Background: an optimization exercise with open tools, aiming at small area and a short achievable clock period. Do not read the settings as production practice.
Only simulation tests tie the RTL to the original design; equivalence was not proved.

==> flow/design.v (excerpt) <==
module ConvEngine (
    input         clk,
    input         rst,
    input  [31:0] DMAport,
    input         acc_enable,
    input         acc_clear,
    output [31:0] result
);
For scale: ~320 flip-flops.
==> flow/config.mk <==
export PLATFORM = sky130hd
export DESIGN_NAME = ConvEngine
export DESIGN_NICKNAME = ConvEngine
export VERILOG_FILES = /design/flow/design.v
export SDC_FILE = /design/flow/constraint.sdc
export NUM_CORES = 4
export LEC_CHECK = 0
export CAP_MARGIN = 20
export CORE_MARGIN = 2
export CORE_UTILIZATION = 40
export CTS_BUF_LIST = sky130_fd_sc_hd__clkbuf_8
export SETUP_SLACK_MARGIN = 5
export SLEW_MARGIN = 20
export SYNTH_HIERARCHICAL = 1
export SYNTH_MINIMUM_KEEP_SIZE = 0
==> flow/constraint.sdc <==
create_clock -name core_clock -period 10.0 [get_ports {clk}]
set_input_delay 2.0000 -clock core_clock [delete_from_list [all_inputs] [get_ports {clk}]]
set_output_delay 2.0000 -clock core_clock [all_outputs]
set_load 0.01 [all_outputs]
run.sh (not shown) runs the stock make flow with config.mk's settings and CLKGATE_MAP_FILE= SYNTH_SCRIPT=/design/flow/synth_recipe.tcl, a recipe that flattens the netlist after the stock synthesis.
The baseline passed the timing, DRC and antenna checks.
Edit:
==> flow/flow/run.sh (new file) <==
#!/bin/bash
# The standard layout, with plain buffers (not delay cells) on the ports and repair aiming at
# 6.0 ns of setup slack.
set -euo pipefail
bash standard.sh "BUFFER_PORTS_ARGS=-buffer_cell sky130_fd_sc_hd__buf_2" SETUP_SLACK_MARGIN=6.0 finish > flow_make.log 2>&1
==> flow/standard.sh (new file) <==
#!/bin/bash
# synth_recipe.tcl (not shown) runs the flow's synth.tcl, then flattens the netlist and writes it again
# the make line also repeats each setting of config.mk as NAME=value (left out here)
make -C /OpenROAD-flow-scripts/flow DESIGN_CONFIG=/design/flow/config.mk WORK_HOME=/design/flow/orfs CLKGATE_MAP_FILE= SYNTH_SCRIPT=/design/flow/synth_recipe.tcl "${@:-finish}"
Settings changed: CTS_BUF_LIST sky130_fd_sc_hd__clkbuf_8 to not set.
removed: flow/run.sh
What happened: The new run finished clean. Core utilization rises by 3.7 points. Routed wire length goes up by 8.8%. Cell area rose by 8.0%. Clock-buffer cell count decreases by 12. Flip-flop and latch count stays the same. Via count grows by 4.1%. Non-clock buffer count increases by 93. Fmax rose by 5.4%.
Edit:
==> flow/flow/run.sh (replaced) <==
#!/bin/bash
# The standard layout, with plain buffers (not delay cells) on the ports.
set -euo pipefail
bash standard.sh "BUFFER_PORTS_ARGS=-buffer_cell sky130_fd_sc_hd__buf_2" finish > flow_make.log 2>&1
After rerunning: Worst setup slack loses 0.15 ns. Die area is unchanged. Critical path depth decreases by 1. Worst hold slack is about the same. Maximum frequency decreases by a few percent.
Edit:
==> flow/flow/run.sh (replaced) <==
#!/bin/bash
# The standard layout, with plain buffers (not delay cells) on the ports and repair aiming at
# 5.5 ns of setup slack.
set -euo pipefail
bash standard.sh "BUFFER_PORTS_ARGS=-buffer_cell sky130_fd_sc_hd__buf_2" SETUP_SLACK_MARGIN=5.5 finish > flow_make.log 2>&1
- The new run finished with timing, DRC and antenna clean
- final cell count rose by 5.4%
- maximum frequency rose by 3.0%
- die area stays the same
- setup slack is better by 0.14 ns
- via count rose by 5.7%
- sequential cell count stays the same
- core utilization rose by 4.1 points
- wire length rose by 6.7%

========
Starting RTL as in the previous note.
// ConvEngine
module ConvEngine (
    input         clk,
    input         rst,
    input  [31:0] DMAport,
    input         acc_enable,
    input         acc_clear,
    output [31:0] result
);
  reg  [23:0] R0, R1, R2, R3, R4, R5;
  reg  [5:0]  z;               
  reg  [2:0]  lr;              
  reg  [31:0] acc_p, acc_g;    
  reg  [17:0] Ws, Wc, V;       
  reg  [2:0]  wrow;            
  wire [18:0] t1a, t1b;        
  wire [31:0] early;           
  wire [31:0] t2p, t2g;        
  wire [17:0] wres;            
  wire       wr  = DMAport[7];
  wire [2:0] sel = DMAport[2:0];
  wire [23:0] data = DMAport[31:8];
  wire       valid = wr & (sel < 3'd6);
  always @(posedge clk) begin
    if (wr) begin
      case (sel)
        3'd0: R0 <= data;
        3'd1: R1 <= data;
        3'd2: R2 <= data;
        3'd3: R3 <= data;
        3'd4: R4 <= data;
        3'd5: R5 <= data;
        default: ;
      endcase
    end
  end
  wire [2:0] lrn = valid ? ((sel == 3'd0 || sel == 3'd3) ? 3'b001 :
                            (sel == 3'd1 || sel == 3'd4) ? 3'b010 : 3'b100) : lr;
  wire [5:0] zn = z & ~({5'd0, valid} << sel);
  always @(posedge clk or posedge rst) begin
    if (rst) begin
      z <= 6'b111111;
      lr <= 3'b001;
    end else begin
      z <= zn;
      lr <= lrn;
    end
  end
  wire       wp = valid & (sel < 3'd3);      
  ...
==> flow/config.mk <==
export PLATFORM = sky130hd
export DESIGN_NAME = ConvEngine
export DESIGN_NICKNAME = ConvEngine
export VERILOG_FILES = /design/flow/design.v
export SDC_FILE = /design/flow/constraint.sdc
export NUM_CORES = 4
export LEC_CHECK = 0
export CAP_MARGIN = 20
export CORE_MARGIN = 2
export CORE_UTILIZATION = 40
export CTS_CLUSTER_DIAMETER = 100
export CTS_CLUSTER_SIZE = 30
export SETUP_SLACK_MARGIN = 5
export SLEW_MARGIN = 20
export SYNTH_HIERARCHICAL = 1
export SYNTH_MINIMUM_KEEP_SIZE = 0
export TNS_END_PERCENT = 5
==> flow/constraint.sdc <==
create_clock -name core_clock -period 10.0 [get_ports {clk}]
set_input_delay 2.0000 -clock core_clock [delete_from_list [all_inputs] [get_ports {clk}]]
set_output_delay 2.0000 -clock core_clock [all_outputs]
set_load 0.01 [all_outputs]
standard.sh (not shown) runs the stock make flow with config.mk's settings and CLKGATE_MAP_FILE= SYNTH_SCRIPT=/design/flow/synth_recipe.tcl, a recipe that flattens the netlist after the stock synthesis.
==> flow/flow/run.sh <==
#!/bin/bash
# The standard layout, with two changes: plain buffers (not delay cells) on the ports, and, between
# synthesis and floorplan, flow/polarity.py removes the inverters that Yosys's full-adder
# extraction leaves between full adders (it flips full adders, which are self-dual, instead).
set -euo pipefail
PORTBUF="BUFFER_PORTS_ARGS=-buffer_cell sky130_fd_sc_hd__buf_2"
bash standard.sh "$PORTBUF" synth > flow_synth.log 2>&1
NET=orfs/results/sky130hd/ConvEngine/base/1_2_yosys.v
cp "$NET" 1_2_yosys_before_polarity.v
python3 flow/polarity.py "$NET" > flow_polarity.log 2>&1
sleep 1
touch "$NET"
bash standard.sh "$PORTBUF" SETUP_SLACK_MARGIN=5.2 finish > flow_make.log 2>&1
Other scripts of this flow, unchanged in this note and not shown: flow/flow/polarity.py
==> next run, changes <==
--- a/flow/flow/run.sh
+++ b/flow/flow/run.sh
@@ -12,2 +12,2 @@
 touch "$NET"
-bash standard.sh "$PORTBUF" SETUP_SLACK_MARGIN=5.2 finish > flow_make.log 2>&1
+bash standard.sh "$PORTBUF" finish > flow_make.log 2>&1
--- a/flow/config.mk
+++ b/flow/config.mk
@@ -10,4 +10,2 @@
 export CORE_UTILIZATION = 40
-export CTS_CLUSTER_DIAMETER = 100
-export CTS_CLUSTER_SIZE = 30
 export SETUP_SLACK_MARGIN = 5
@@ -16,2 +14 @@
 export SYNTH_MINIMUM_KEEP_SIZE = 0
-export TNS_END_PERCENT = 5
After rerunning: The changed run passed the timing, DRC and antenna checks; wire length goes up slightly; worst setup slack degrades by 0.12 ns; die area is unchanged; first-iteration DRC count goes up slightly; synthesized cell count is unchanged; utilization climbs by 0.84 points; critical path depth came out lower by 1.
==> next run, changes <==
==> flow/flow/run.sh (replaced) <==
#!/bin/bash
# The standard layout (standard.sh, same synthesis and steps), with three changes:
#  - plain buffers (buf_2), not delay cells, on the ports;
#  - between synthesis and floorplan, flow/polarity.py removes the inverters that Yosys's
#    full-adder extraction leaves between full adders, by flipping full adders instead (a full
#    adder is self-dual); registers are untouched;
#  - repair aims at 5.2 ns of setup slack (config.mk's TNS_END_PERCENT keeps it to the worst
#    endpoints).
# Each tool's output goes to a log file of its own in this folder.
set -euo pipefail
PORTBUF="BUFFER_PORTS_ARGS=-buffer_cell sky130_fd_sc_hd__buf_2"
bash standard.sh "$PORTBUF" synth > flow_synth.log 2>&1
NET=orfs/results/sky130hd/ConvEngine/base/1_2_yosys.v
cp "$NET" 1_2_yosys_before_polarity.v
python3 flow/polarity.py "$NET" > flow_polarity.log 2>&1
sleep 1
touch "$NET"
bash standard.sh "$PORTBUF" SETUP_SLACK_MARGIN=5.2 finish > flow_make.log 2>&1
--- a/flow/config.mk
+++ b/flow/config.mk
@@ -10,2 +10,5 @@
 export CORE_UTILIZATION = 40
+export CTS_CLUSTER_DIAMETER = 100
+export CTS_CLUSTER_SIZE = 30
+export GPL_TIMING_DRIVEN = 0
 export SETUP_SLACK_MARGIN = 5
@@ -14 +17,2 @@
 export SYNTH_MINIMUM_KEEP_SIZE = 0
+export TNS_END_PERCENT = 5
The new run went through all stages and came out clean.
Critical path depth rises by 1.
Worst setup slack improves by 0.076 ns.
Fmax climbs by 1.6%.
Die area stays the same.
Worst hold slack improved by 0.014 ns.
Wire length is higher by 9.9%.
Via count went up by 3.7%.
Core utilization climbs by 0.17 points.
Clock skew is higher by 0.020 ns.
Design area goes up by 0.38%.
==> next run, changes <==
==> flow/flow/run.sh (replaced) <==
#!/bin/bash
# The standard layout, with two changes: plain buffers (not delay cells) on the ports, and, between
# synthesis and floorplan, flow/polarity.py removes the inverters that Yosys's full-adder
# extraction leaves between full adders (it flips full adders, which are self-dual, instead).
set -euo pipefail
PORTBUF="BUFFER_PORTS_ARGS=-buffer_cell sky130_fd_sc_hd__buf_2"
bash standard.sh "$PORTBUF" synth > flow_synth.log 2>&1
NET=orfs/results/sky130hd/ConvEngine/base/1_2_yosys.v
cp "$NET" 1_2_yosys_before_polarity.v
python3 flow/polarity.py "$NET" > flow_polarity.log 2>&1
sleep 1
touch "$NET"
bash standard.sh "$PORTBUF" SETUP_SLACK_MARGIN=5.2 finish > flow_make.log 2>&1
--- a/flow/config.mk
+++ b/flow/config.mk
@@ -9,6 +9,5 @@
 export CORE_MARGIN = 2
-export CORE_UTILIZATION = 40
-export CTS_CLUSTER_DIAMETER = 100
-export CTS_CLUSTER_SIZE = 30
-export GPL_TIMING_DRIVEN = 0
+export CORE_UTILIZATION = 45
+export CTS_CLUSTER_DIAMETER = 80
+export CTS_CLUSTER_SIZE = 25
 export SETUP_SLACK_MARGIN = 5
Effect:
- core utilization climbs by 5.1 points
- non-clock buffer count shrinks by 73
- routed wire length falls by 10%
- worst setup slack improved by 0.080 ns
- design area decreases by about 1.3%
- clock skew increases by 0.0075 ns
==> next run, changes <==
--- a/flow/flow/run.sh
+++ b/flow/flow/run.sh
@@ -12,2 +12,2 @@
 touch "$NET"
-bash standard.sh "$PORTBUF" SETUP_SLACK_MARGIN=5.2 finish > flow_make.log 2>&1
+bash standard.sh "$PORTBUF" finish > flow_make.log 2>&1
--- a/flow/config.mk
+++ b/flow/config.mk
@@ -9,5 +9,5 @@
 export CORE_MARGIN = 2
-export CORE_UTILIZATION = 45
-export CTS_CLUSTER_DIAMETER = 80
-export CTS_CLUSTER_SIZE = 25
+export CORE_UTILIZATION = 40
+export CTS_CLUSTER_DIAMETER = 90
+export CTS_CLUSTER_SIZE = 30
 export SETUP_SLACK_MARGIN = 5
@@ -16,2 +16 @@
 export SYNTH_MINIMUM_KEEP_SIZE = 0
-export TNS_END_PERCENT = 5
- The new run passed the timing, DRC and antenna checks
- worst setup slack gets worse by 0.099 ns
- wire length is about the same
- core utilization came out lower by 6.5 points
- hold slack is about the same
- via count came out lower slightly
==> next run, changes <==
==> flow/flow/run.sh (replaced) <==
#!/bin/bash
# The standard layout (standard.sh, same synthesis and steps), with three changes:
#  - plain buffers (buf_2), not delay cells, on the ports;
#  - between synthesis and floorplan, flow/polarity.py removes the inverters that Yosys's
#    full-adder extraction leaves between full adders, by flipping full adders instead (a full
#    adder is self-dual); registers are untouched;
#  - repair aims at 5.2 ns of setup slack (config.mk's TNS_END_PERCENT keeps it to the worst
#    endpoints).
# Each tool's output goes to a log file of its own in this folder.
set -euo pipefail
PORTBUF="BUFFER_PORTS_ARGS=-buffer_cell sky130_fd_sc_hd__buf_2"
bash standard.sh "$PORTBUF" synth > flow_synth.log 2>&1
NET=orfs/results/sky130hd/ConvEngine/base/1_2_yosys.v
cp "$NET" 1_2_yosys_before_polarity.v
python3 flow/polarity.py "$NET" > flow_polarity.log 2>&1
sleep 1
touch "$NET"
bash standard.sh "$PORTBUF" SETUP_SLACK_MARGIN=5.2 finish > flow_make.log 2>&1
--- a/flow/config.mk
+++ b/flow/config.mk
@@ -10,4 +10,5 @@
 export CORE_UTILIZATION = 40
-export CTS_CLUSTER_DIAMETER = 90
+export CTS_CLUSTER_DIAMETER = 100
 export CTS_CLUSTER_SIZE = 30
+export PLACE_DENSITY = 0.75
 export SETUP_SLACK_MARGIN = 5
@@ -16 +17,2 @@
 export SYNTH_MINIMUM_KEEP_SIZE = 0
+export TNS_END_PERCENT = 5
Setup slack gets better by 0.064 ns.
Via count went up by 2.0%.
Routed wire length went down by 3.7%.
Sequential share of layout area went up by 0.16 points.
Maximum frequency went up by 1.3%.
Synthesized area does not change.
Clock skew went down by 0.021 ns.
Count of clock-buffer cells in the layout went down by 6.

[static timing again, ports no longer ideal]
How much do the figures lean on ideal ports? The routed layouts below were timed once more, with nothing changed but the port constraints.
Step 1 (the two cells are an assumption about what drives the block):
set clk [get_ports {clk}]
set_driving_cell -lib_cell sky130_fd_sc_hd__clkbuf_16 $clk
set_driving_cell -lib_cell sky130_fd_sc_hd__buf_2 [delete_from_list [all_inputs] $clk]
Step 2 moves the port delays by t, midway between the first and last clock arrival at a register: inputs arrive t later, outputs are due t later. That takes back most of the time a late clock gives input paths.
a / b / c = no drivers / after step 1 / after step 2; a / b = the first two.
| run | t (ns) | slack for setup (ns) | worst hold slack (ns) | worst setup path after step 2 | latest minus earliest clock arrival (ns) |
|---|---|---|---|---|---|
| the first run of note 1 | 0.702 | 5.069 / 5.016 / 4.674 | 0.423 / 0.423 / 0.423 | input to register | 0.038 / 0.038 |
| the second run of note 1 | 0.597 | 5.319 / 5.267 / 5.353 | 0.441 / 0.441 / 0.441 | register to register | 0.024 / 0.023 |
| the third run of note 1 | 0.604 | 5.172 / 5.116 / 4.924 | 0.440 / 0.440 / 0.440 | input to register | 0.015 / 0.016 |
| the fourth run of note 1 | 0.613 | 5.314 / 5.265 / 5.209 | 0.440 / 0.440 / 0.440 | input to register | 0.019 / 0.019 |
| the first run of note 2 | 0.587 | 5.236 / 5.180 / 4.899 | 0.453 / 0.453 / 0.453 | input to register | 0.030 / 0.030 |
| the second run of note 2 | 0.611 | 5.121 / 5.065 / 4.852 | 0.442 / 0.442 / 0.442 | input to register | 0.016 / 0.017 |
| the third run of note 2 | 0.597 | 5.196 / 5.141 / 4.963 | 0.456 / 0.456 / 0.456 | input to register | 0.035 / 0.035 |
| the fourth run of note 2 | 0.591 | 5.276 / 5.218 / 5.291 | 0.454 / 0.454 / 0.454 | register to register | 0.044 / 0.043 |
| the fifth run of note 2 | 0.584 | 5.177 / 5.121 / 4.851 | 0.457 / 0.457 / 0.457 | input to register | 0.044 / 0.044 |
| the sixth run of note 2 | 0.577 | 5.241 / 5.192 / 4.990 | 0.457 / 0.457 / 0.457 | input to register | 0.019 / 0.019 |
After both steps setup and hold are still met in every run listed. The setup slack of the first run of note 1, which loses most, moves by -0.053 ns with the drivers and by -0.395 ns with both steps.
